Context: an optimization exercise on an open-source flow, tuned for small area, a short achievable clock period and few clock cycles. The choices shown serve that exercise and are no tape-out recipe. RTL that was checked went through simulation tests only; none was proved equivalent to the original.

==> violet: inputs <==
==> flow/design.v (excerpt) <==
module ariscv #(
   parameter NBW_ACLK      = 6,
   parameter NBW_INST      = 32,
   parameter NBW_REGISTER  = 32,
   parameter NBW_ADDR      = 5,
   parameter NBW_PC        = 32
)(
   input  logic                        clk,
   input  logic                        rst_async_n,
   input  logic [NBW_INST-1:0]         i_inst,
   output logic [NBW_PC-1:0]           o_pc,
   output logic [NBW_REGISTER-1:0]     o_writeData,
   output logic [NBW_REGISTER-1:0]     o_writeAddr,
   output logic                        o_memWrite,
   output logic [2:0]                  o_writeWidth,
   input  logic [NBW_REGISTER-1:0]     i_readData
);
   localparam logic [4:0] OP_LOAD = 5'b00000, OP_STORE = 5'b01000, OP_BRANCH = 5'b11000,
                          OP_JALR = 5'b11001, OP_JAL   = 5'b11011, OP_OPIMM  = 5'b00100,
                          OP_OP   = 5'b01100, OP_AUIPC = 5'b00101, OP_LUI    = 5'b01101;
   logic          x_redirect;
   logic [11:2]   x_target;
   logic          d_stall;
   logic [11:2]   pc_q;
   logic [4:0]    f_op;
   logic          f_jal, f_br, f_pred, f_auipc;
  ...
export LEC_CHECK = 0
export CAP_MARGIN = 20
export CORE_MARGIN = 2
export CORE_UTILIZATION = 40
export SLEW_MARGIN = 20
create_clock -name core_clock -period 11.0 [get_ports {clk}]
standard.sh (not shown) runs the stock make flow with config.mk's settings and CLKGATE_MAP_FILE= SYNTH_SCRIPT=/design/flow/synth_recipe.tcl, a recipe that flattens the netlist after the stock synthesis.
==> flow/flow/run.sh <==
#!/bin/bash
# The standard layout, with the resizer asked for more setup slack than
# the 11 ns clock needs. The SDC and every other setting are the standard flow's own.
# ORFS writes each step's log under orfs/logs/; the make output goes to flow.log.
set -o pipefail
bash standard.sh SETUP_SLACK_MARGIN=7.5 finish > flow.log 2>&1
==> inputs of onyx, as changes to violet <==
--- a/flow/design.v
+++ b/flow/design.v
@@ -9,37 +9,68 @@
    input  logic         i_sel_xor,
    input  logic         i_sel_or,
    input  logic         i_sel_and,
    input  logic         i_sel_lt,
    input  logic         i_sel_ltu,
    input  logic         i_sel_b,
    output logic [31:0]  o_result,
    output logic         o_lt,
-   output logic         o_ltu
+   output logic         o_ltu,
+   output logic         o_eq         
 );
    logic [32:0] sum;
-   logic [31:0] shin, shout, shr;
-   assign sum   = {1'b0, i_a} + {1'b0, i_b ^ {32{i_sub}}} + {32'd0, i_sub};
+   logic [31:0] shin, shl, shr, x;
+   add_sk #(.W(32)) uu_add (.i_a(i_a), .i_b(i_b), .i_cin(i_sub), .o_sum(sum[31:0]), .o_cout(sum[32]));
    assign o_ltu = ~sum[32];
-   assign o_lt  = (i_a[31] ^ i_b[31]) ? i_a[31] : sum[31];
+   assign o_lt  = (i_a[31] ^ ~i_b[31]) ? i_a[31] : sum[31];
+   assign x     = i_a ^ i_b;
+   assign o_eq  = &x;
    always_comb begin
       for (int i = 0; i < 32; i++) shin[i] = i_left ? i_a[31-i] : i_a[i];
    end
    assign shr = 32'($signed({i_arith & i_a[31], shin}) >>> i_b[4:0]);
    always_comb begin
-      for (int i = 0; i < 32; i++) shout[i] = i_left ? shr[31-i] : shr[i];
+      for (int i = 0; i < 32; i++) shl[i] = shr[31-i];
    end
    assign o_result = ({32{i_sel_sum}} & sum[31:0])
-                   | ({32{i_sel_sh}}  & shout)
-                   | ({32{i_sel_xor}} & (i_a ^ i_b))
+                   | ({32{i_sel_sh & ~i_left}} & shr)
+                   | ({32{i_sel_sh & i_left}}  & shl)
+                   | ({32{i_sel_xor}} & x)
                    | ({32{i_sel_or}}  & (i_a | i_b))
                    | ({32{i_sel_and}} & (i_a & i_b))
                    | ({32{i_sel_b}}   & i_b)
                    | {31'd0, (i_sel_lt & o_lt) | (i_sel_ltu & o_ltu)};
+endmodule
+module add_sk #(
+   parameter W = 32
+)(
+   input  logic [W-1:0]  i_a,
+   input  logic [W-1:0]  i_b,
+   input  logic          i_cin,
+   output logic [W-1:0]  o_sum,
+   output logic          o_cout
+);
+   logic [W:0] g0, p0, G, P;
+   assign g0 = {i_a & i_b, i_cin};
+   assign p0 = {i_a ^ i_b, 1'b0};
+   always_comb begin
+      G = g0;
+      P = p0;
+      for (int l = 0; (1 << l) <= W; l++) begin
+         for (int i = W; i >= 0; i--) begin
+            if ((i >> l) & 1) begin
+               G[i] = G[i] | (P[i] & G[((i >> l) << l) - 1]);
+               P[i] = P[i] & P[((i >> l) << l) - 1];
+            end
+         end
+      end
+   end
+   assign o_sum  = p0[W:1] ^ G[W-1:0];
+   assign o_cout = G[W];
 endmodule
 module reg_file (
    input  logic         clk,
    input  logic         i_wr_en,
    input  logic [4:0]   i_wr_addr,
    input  logic [31:0]  i_wr_dt,
    input  logic [3:0]   i_rd1_lo,
    input  logic [7:0]   i_rd1_hi,
@@ -91,18 +122,18 @@
    logic [12:2]   f_pc4;
    logic [12:2]   f_alt;
    assign o_pc = {20'd0, pc_q, 2'b00};
    assign f_op    = i_inst[6:2];
    assign f_jal   = (f_op == OP_JAL);
    assign f_br    = (f_op == OP_BRANCH) & (i_inst[31] | i_inst[12]);
    assign f_pred  = f_jal | f_br;
    assign f_auipc = (f_op == OP_AUIPC);
-   assign f_tj    = pc_q + {i_inst[20], i_inst[30:22]};
-   assign f_tb    = pc_q + {i_inst[7], i_inst[30:25], i_inst[11:9]};
+   add_sk #(.W(10)) uu_tj (.i_a(pc_q), .i_b({i_inst[20], i_inst[30:22]}), .i_cin(1'b0), .o_sum(f_tj), .o_cout());
+   add_sk #(.W(10)) uu_tb (.i_a(pc_q), .i_b({i_inst[7], i_inst[30:25], i_inst[11:9]}), .i_cin(1'b0), .o_sum(f_tb), .o_cout());
    assign f_target = f_jal ? f_tj : f_tb;
    assign f_pc4   = {1'b0, pc_q} + 11'd1;
    assign f_alt   = f_auipc ? {1'b0, pc_q} : (f_pred | (f_op != OP_BRANCH)) ? f_pc4 : {1'b0, f_tb};
    always_ff @(posedge clk or negedge rst_async_n) begin
       if (!rst_async_n)    pc_q <= '0;
       else if (x_redirect) pc_q <= x_target;
       else if (d_stall)    pc_q <= pc_q;
       else if (f_jal)      pc_q <= f_tj;
@@ -159,16 +190,19 @@
    always_comb begin
       case (d_immsel)
          2'd1:    d_imm = {{20{d_ir[31]}}, d_ir[31:25], d_ir[11:7]};
          2'd2:    d_imm = {d_ir[31:12], 12'd0};
          2'd3:    d_imm = {d_ir[31:12], d_alt[11:2], 2'b00};
          default: d_imm = {{20{d_ir[31]}}, d_ir[31:20]};
       endcase
    end
+   logic          d_sub;
+   assign d_sub = d_branch | (d_opx & (d_f3[2:1] == 2'b01)) |
+                  (~d_useimm & d_opx & (d_f3 == 3'd0) & d_ir[30]);
    logic          x_valid, x_wen;
    logic [4:0]    x_rd;
    logic [31:0]   x_result;
    logic          x_we;
    logic          fwd_a, fwd_b;
    assign x_we  = x_valid & x_wen;
    assign fwd_a = x_we & (x_rd == d_rs1);
    assign fwd_b = x_we & (x_rd == d_rs2) & ~d_useimm;
@@ -180,37 +214,38 @@
       .i_wr_dt     (x_result),
       .i_rd1_lo    (d_rs1_lo),
       .i_rd1_hi    (d_rs1_hi),
       .i_rd2_lo    (d_rs2_lo),
       .i_rd2_hi    (d_rs2_hi),
       .o_rd_dt_1   (d_rd1),
       .o_rd_dt_2   (d_rd2)
    );
+   logic [11:0]   d_addr;
+   add_sk #(.W(12)) uu_addr (.i_a(d_rd1[11:0]), .i_b(d_imm[11:0]), .i_cin(1'b0), .o_sum(d_addr), .o_cout());
    logic [31:0]   x_a, x_b;
    logic [11:0]   x_addr;
    logic [2:0]    x_f3;
    logic          x_sub, x_arith, x_left;
    logic          x_sel_sum, x_sel_sh, x_sel_xor, x_sel_or, x_sel_and, x_sel_lt, x_sel_ltu, x_sel_b;
    logic          x_load, x_store, x_branch, x_jalr, x_link;
    logic          x_pred;
    logic [12:2]   x_alt;
    always_ff @(posedge clk or negedge rst_async_n) begin
       if (!rst_async_n) x_valid <= 1'b0;
       else              x_valid <= d_valid & ~x_redirect & ~d_stall;
    end
    always_ff @(posedge clk) begin
       x_a       <= fwd_a ? x_result : d_rd1;
-      x_b       <= fwd_b ? x_result : (d_useimm ? d_imm : d_rd2);
-      x_addr    <= d_rd1[11:0] + d_imm[11:0];
+      x_b       <= {32{d_sub}} ^ (fwd_b ? x_result : (d_useimm ? d_imm : d_rd2));
+      x_addr    <= d_addr;
       x_rd      <= d_rd;
       x_wen     <= d_wen;
       x_f3      <= d_f3;
-      x_sub     <= d_branch | (d_opx & (d_f3[2:1] == 2'b01)) |
-                   (~d_useimm & d_opx & (d_f3 == 3'd0) & d_ir[30]);
+      x_sub     <= d_sub;
       x_arith   <= d_ir[30];
       x_left    <= ~d_f3[2];
       x_sel_sum <= d_opx & (d_f3 == 3'd0);
       x_sel_sh  <= d_opx & (d_f3[1:0] == 2'b01);
       x_sel_xor <= d_opx & (d_f3 == 3'd4);
       x_sel_or  <= d_opx & (d_f3 == 3'd6);
       x_sel_and <= d_opx & (d_f3 == 3'd7);
       x_sel_lt  <= d_opx & (d_f3 == 3'd2);
@@ -237,19 +272,19 @@
       .i_sel_xor (x_sel_xor),
       .i_sel_or  (x_sel_or),
       .i_sel_and (x_sel_and),
       .i_sel_lt  (x_sel_lt),
       .i_sel_ltu (x_sel_ltu),
       .i_sel_b   (x_sel_b),
       .o_result  (x_alu),
       .o_lt      (x_lt),
-      .o_ltu     (x_ltu)
+      .o_ltu     (x_ltu),
+      .o_eq      (x_eq)
    );
-   assign x_eq = (x_a == x_b);
    always_comb begin
       case (x_f3[2:1])
          2'b00:   x_cond = x_eq;
          2'b10:   x_cond = x_lt;
          default: x_cond = x_ltu;
       endcase
    end
    assign x_taken = x_cond ^ x_f3[0];
==> flow/flow/run.sh (replaced) <==
#!/bin/bash
# The standard layout (standard.sh: its synthesis and ORFS steps, its SDC),
# with these changes to how the layout is made:
#  - the resizer is asked for more setup slack than the 11 ns clock needs;
#  - no gate cloning in timing repair (clones added after the last design
#    repair could leave slew violations);
#  - CTS without dummy loads;
#  - ports buffered with buf_2 instead of the default delay buffer.
# ORFS writes each step's log under orfs/logs/; make's output goes to flow.log.
set -o pipefail
bash standard.sh SETUP_SLACK_MARGIN=7 SKIP_GATE_CLONING=1 \
  "CTS_ARGS=-sink_clustering_enable -repair_clock_nets -dont_use_dummy_load" \
  "BUFFER_PORTS_ARGS=-buffer_cell sky130_fd_sc_hd__buf_2" \
  finish > flow.log 2>&1
==> flow/config.mk (replaced) <==
export PLATFORM = sky130hd
export DESIGN_NAME = ariscv
export DESIGN_NICKNAME = ariscv
export VERILOG_FILES = /design/flow/design.v
export SDC_FILE = /design/flow/constraint.sdc
export NUM_CORES = 8
export LEC_CHECK = 0
export CAP_MARGIN = 20
export CORE_MARGIN = 2
export CORE_UTILIZATION = 55
export PLACE_DENSITY = 0.7
export SLEW_MARGIN = 20
==> comparison <==
Of violet and onyx, violet has the higher count of clock-buffer cells in the layout (gap 18).
Of onyx and violet, violet has the higher critical path depth (gap 6).
Global-route usage: onyx is higher than violet (12 points).
Synthesized area: onyx is lower than violet (about 0.7%).
Between onyx and violet, the lower register-to-register slack is in onyx (gap 0.25 ns).
Of onyx and violet, violet has the higher maximum frequency (gap about 6%, measured against violet).
Flip-flop and latch count is the same in violet and onyx.
Testbench counts of violet, summed over its fixed seeds: cycles 367,173.
For onyx, only the layout was checked, not whether the RTL still works.

* * *

==> try-harbor <==
Another version of the RTL of ariscv (not shown whole).
// ariscv
module ariscv #(
   parameter NBW_ACLK      = 6,
   parameter NBW_INST      = 32,
   parameter NBW_REGISTER  = 32,
   parameter NBW_ADDR      = 5,
   parameter NBW_PC        = 32
)(
   input  logic                        clk,
   input  logic                        rst_async_n,
   input  logic [NBW_INST-1:0]         i_inst,
   output logic [NBW_PC-1:0]           o_pc,
   output logic [NBW_REGISTER-1:0]     o_writeData,
   output logic [NBW_REGISTER-1:0]     o_writeAddr,
   output logic                        o_memWrite,
   output logic [2:0]                  o_writeWidth,
   input  logic [NBW_REGISTER-1:0]     i_readData
);
   localparam logic [4:0] OP_LOAD = 5'b00000, OP_STORE = 5'b01000, OP_BRANCH = 5'b11000,
                          OP_JALR = 5'b11001, OP_JAL   = 5'b11011, OP_OPIMM  = 5'b00100,
                          OP_OP   = 5'b01100, OP_AUIPC = 5'b00101, OP_LUI    = 5'b01101;
   logic          x_redirect;
   logic [11:2]   x_target;
   logic          d_replay;
   logic [11:2]   pc_q;
   logic [4:0]    f_op;
   logic          f_jal, f_br, f_pred, f_auipc;
   logic [11:2]   f_tj, f_tb, f_target;
   logic [12:2]   f_pc4;
   logic [12:2]   f_alt;
   assign o_pc = {20'd0, pc_q, 2'b00};
   assign f_op    = i_inst[6:2];
  ...
Settings: LEC_CHECK=0, CAP_MARGIN=35, CORE_MARGIN=2, CORE_UTILIZATION=40, SLEW_MARGIN=35; clock period 11.0 ns.
==> flow/flow/run.sh <==
#!/bin/bash
# The standard layout (standard.sh: its synthesis and ORFS steps, its SDC),
# with these changes to how the layout is made:
#  - the resizer is asked for more setup slack than the 11 ns clock needs,
#    working on the worst fifth of the endpoints;
#  - no gate cloning in timing repair (clones added after the last design
#    repair could leave slew violations);
#  - CTS without dummy loads, and with smaller clock buffers;
#  - ports buffered with buf_2 instead of the default delay buffer.
# ORFS writes each step's log under orfs/logs/; make's output goes to flow.log.
set -o pipefail
bash standard.sh SETUP_SLACK_MARGIN=7 SKIP_GATE_CLONING=1 TNS_END_PERCENT=20 \
  "CTS_ARGS=-sink_clustering_enable -repair_clock_nets -dont_use_dummy_load -buf_list {sky130_fd_sc_hd__clkbuf_4 sky130_fd_sc_hd__clkbuf_8}" \
  "BUFFER_PORTS_ARGS=-buffer_cell sky130_fd_sc_hd__buf_2" \
  finish > flow.log 2>&1
==> try-ember: changes against try-harbor <==
--- a/flow/design.v
+++ b/flow/design.v
@@ -61,18 +61,27 @@
          for (int i = W; i >= 0; i--) begin
             if ((i >> l) & 1) begin
                G[i] = G[i] | (P[i] & G[((i >> l) << l) - 1]);
                P[i] = P[i] & P[((i >> l) << l) - 1];
             end
          end
       end
    end
-   assign o_sum  = p0[W:1] ^ G[W-1:0];
+   sum_xor #(.W(W)) uu_sum (.i_p(p0[W:1]), .i_c(G[W-1:0]), .o_s(o_sum));
    assign o_cout = G[W];
+endmodule
+module sum_xor #(
+   parameter W = 32
+)(
+   input  logic [W-1:0]  i_p,
+   input  logic [W-1:0]  i_c,
+   output logic [W-1:0]  o_s
+);
+   assign o_s = i_p ^ i_c;
 endmodule
 module reg_file (
    input  logic         clk,
    input  logic         i_wr_en,
    input  logic [4:0]   i_wr_addr,
    input  logic [31:0]  i_wr_dt,
    input  logic [31:1]  i_rd1_sel,
    input  logic [31:1]  i_rd2_sel,
@@ -112,26 +121,27 @@
    localparam logic [4:0] OP_LOAD = 5'b00000, OP_STORE = 5'b01000, OP_BRANCH = 5'b11000,
                           OP_JALR = 5'b11001, OP_JAL   = 5'b11011, OP_OPIMM  = 5'b00100,
                           OP_OP   = 5'b01100, OP_AUIPC = 5'b00101, OP_LUI    = 5'b01101;
    logic          x_redirect;
    logic [11:2]   x_target;
    logic          d_replay;
    logic [11:2]   pc_q;
    logic [4:0]    f_op;
-   logic          f_jal, f_br, f_pred, f_auipc;
+   logic          f_jal, f_br, f_pred, f_auipc, f_rs2;
    logic [11:2]   f_tj, f_tb, f_target;
    logic [12:2]   f_pc4;
    logic [12:2]   f_alt;
    assign o_pc = {20'd0, pc_q, 2'b00};
    assign f_op    = i_inst[6:2];
    assign f_jal   = (f_op == OP_JAL);
    assign f_br    = (f_op == OP_BRANCH) & (i_inst[31] | i_inst[12]);
    assign f_pred  = f_jal | f_br;
    assign f_auipc = (f_op == OP_AUIPC);
+   assign f_rs2   = (f_op == OP_OP) | (f_op == OP_BRANCH) | (f_op == OP_STORE);
    add_sk #(.W(10)) uu_tj (.i_a(pc_q), .i_b({i_inst[20], i_inst[30:22]}), .i_cin(1'b0), .o_sum(f_tj), .o_cout());
    add_sk #(.W(10)) uu_tb (.i_a(pc_q), .i_b({i_inst[7], i_inst[30:25], i_inst[11:9]}), .i_cin(1'b0), .o_sum(f_tb), .o_cout());
    assign f_target = f_jal ? f_tj : f_tb;
    assign f_pc4   = {1'b0, pc_q} + 11'd1;
    assign f_alt   = (f_auipc | (f_op == OP_LOAD) | (f_op == OP_STORE)) ? {1'b0, pc_q} : (f_pred | (f_op != OP_BRANCH)) ? f_pc4 : {1'b0, f_tb};
    always_ff @(posedge clk or negedge rst_async_n) begin
       if (!rst_async_n)    pc_q <= '0;
       else if (x_redirect) pc_q <= x_target;
@@ -150,30 +160,30 @@
    always_ff @(posedge clk or negedge rst_async_n) begin
       if (!rst_async_n)  d_valid <= 1'b0;
       else               d_valid <= ~x_redirect & ~d_replay;
    end
    always_ff @(posedge clk) begin
       d_ir   <= i_inst;
       d_pred <= f_pred;
       d_alt  <= f_alt;
-      d_useimm <= (f_op != OP_OP) & (f_op != OP_BRANCH) & (f_op != OP_STORE);
+      d_useimm <= ~f_rs2;
       d_mem    <= (f_op == OP_LOAD) | (f_op == OP_STORE);
       d_wen    <= (f_op != OP_STORE) & (f_op != OP_BRANCH) & (i_inst[11:7] != 5'd0);
       d_opx    <= (f_op == OP_OP) | (f_op == OP_OPIMM);
       d_load   <= (f_op == OP_LOAD);
       d_store  <= (f_op == OP_STORE);
       d_branch <= (f_op == OP_BRANCH);
       d_jalr   <= (f_op == OP_JALR);
       d_link   <= (f_op == OP_JAL) | (f_op == OP_JALR);
       d_upper  <= (f_op == OP_LUI) | (f_op == OP_AUIPC);
       d_immsel <= (f_op == OP_STORE) ? 2'd1 : (f_op == OP_LUI) ? 2'd2 : f_auipc ? 2'd3 : 2'd0;
       for (int i = 1; i < 32; i++) begin
          d_rs1_sel[i] <= (i_inst[19:15] == 5'(i));
-         d_rs2_sel[i] <= (i_inst[24:20] == 5'(i));
+         d_rs2_sel[i] <= (i_inst[24:20] == 5'(i)) & f_rs2;
       end
    end
    logic [2:0]    d_f3;
    logic [4:0]    d_rs1, d_rs2, d_rd;
    logic [31:0]   d_imm;
    logic [31:0]   d_rd1, d_rd2;
    assign d_f3  = d_ir[14:12];
    assign d_rs1 = d_ir[19:15];
@@ -220,17 +230,17 @@
    logic          x_pred;
    logic [12:2]   x_alt;
    always_ff @(posedge clk or negedge rst_async_n) begin
       if (!rst_async_n) x_valid <= 1'b0;
       else              x_valid <= d_valid & ~x_redirect & ~d_replay;
    end
    always_ff @(posedge clk) begin
       x_a       <= fwd_a ? x_result : d_rd1;
-      x_b       <= {32{d_sub}} ^ (fwd_b ? x_result : (d_useimm ? d_imm : d_rd2));
+      x_b       <= {32{d_sub}} ^ (fwd_b ? x_result : (d_rd2 | ({32{d_useimm}} & d_imm)));
       x_addr    <= d_addr;
       x_rd      <= d_rd;
       x_wen     <= d_wen;
       x_f3      <= d_f3;
       x_sub     <= d_sub;
       x_arith   <= d_ir[30];
       x_left    <= ~d_f3[2];
       x_sel_sum <= d_opx & (d_f3 == 3'd0);
==> flow/flow/run.sh (replaced) <==
#!/bin/bash
# The standard layout (standard.sh: its synthesis and ORFS steps, its SDC),
# with these changes to how the layout is made:
#  - the resizer is asked for more setup slack than the 11 ns clock needs;
#  - CTS without dummy loads, with larger sink clusters;
#  - ports buffered with buf_2 instead of the default delay buffer.
# ORFS writes each step's log under orfs/logs/; make's output goes to flow.log.
set -o pipefail
bash standard.sh SETUP_SLACK_MARGIN=7 \
  "CTS_ARGS=-sink_clustering_enable -repair_clock_nets -dont_use_dummy_load -sink_clustering_size 25 -sink_clustering_max_diameter 100 -buf_list {sky130_fd_sc_hd__clkbuf_8 sky130_fd_sc_hd__clkbuf_16}" \
  "BUFFER_PORTS_ARGS=-buffer_cell sky130_fd_sc_hd__buf_2" \
  finish > flow.log 2>&1
- SYNTH_HIERARCHICAL: not set -> 1
- SYNTH_MINIMUM_KEEP_SIZE: not set -> 0
==> impl_metrics.env <==
export IMPL_status="complete, no violations"
export IMPL_tightest_slew_ns=1.05
export IMPL_grt_pass1_wl_mm=295
export IMPL_period_needed_ns=3.99
export IMPL_cpMaxStageDelayCell="o21ai_0"
export IMPL_wl_met1_mm=82.6
export IMPL_drive_above_1_share=0.150
export IMPL_syn_inst=4460
export IMPL_avgSynthCellArea_um2=12.9
export IMPL_maxSlewHeadroom=0.303
export IMPL_p_leak_uw=0.0220
export IMPL_gp_congestion=1.00
Source of the figures above: try-ember

==> impl_metrics.env <==
export IMPL_avgSynthCellArea_um2=12.8
export IMPL_grt_pass1_wl_mm=385
export IMPL_status="complete, no violations"
export IMPL_tightest_slew_ns=1.08
export IMPL_maxSlewHeadroom=0.277
export IMPL_gp_congestion=1.00
export IMPL_p_leak_uw=0.0217
export IMPL_cpMaxStageDelayCell="dfxtp_1"
export IMPL_wl_met1_mm=94.0
Source of the figures above: try-harbor

Testbench counts of try-ember, summed over its fixed seeds: cycles 365,440.
For try-harbor, only the layout was checked, not whether the RTL still works.

==> port drivers added, routing unchanged <==
Ports are ideal in the flow. The routed layouts listed here were re-timed in OpenROAD.
Step 1 assumes that a clkbuf_16 drives the clock port and a buf_2 every other input.
Step 2, shift: input delay + t, output delay - t, t = (earliest + latest rising clock arrival at the registers) / 2. This alone moves slack from input paths to output paths.
Three values: no drivers, after step 1, after step 2; two values: the first two.
run	t, ns	setup WS [ns]	worst slew at a driven data input, ns	pins driven straight from the clock port
violet	0.831	7.068 / 7.068 / 6.385	0.07	1
onyx	0.816	6.815 / 6.815 / 6.187	0.08	1
try-harbor	0.974	6.690 / 6.690 / 6.228	0.19	1
try-ember	0.757	7.012 / 7.012 / 6.329	0.12	1
After both steps every run listed still meets setup and hold.
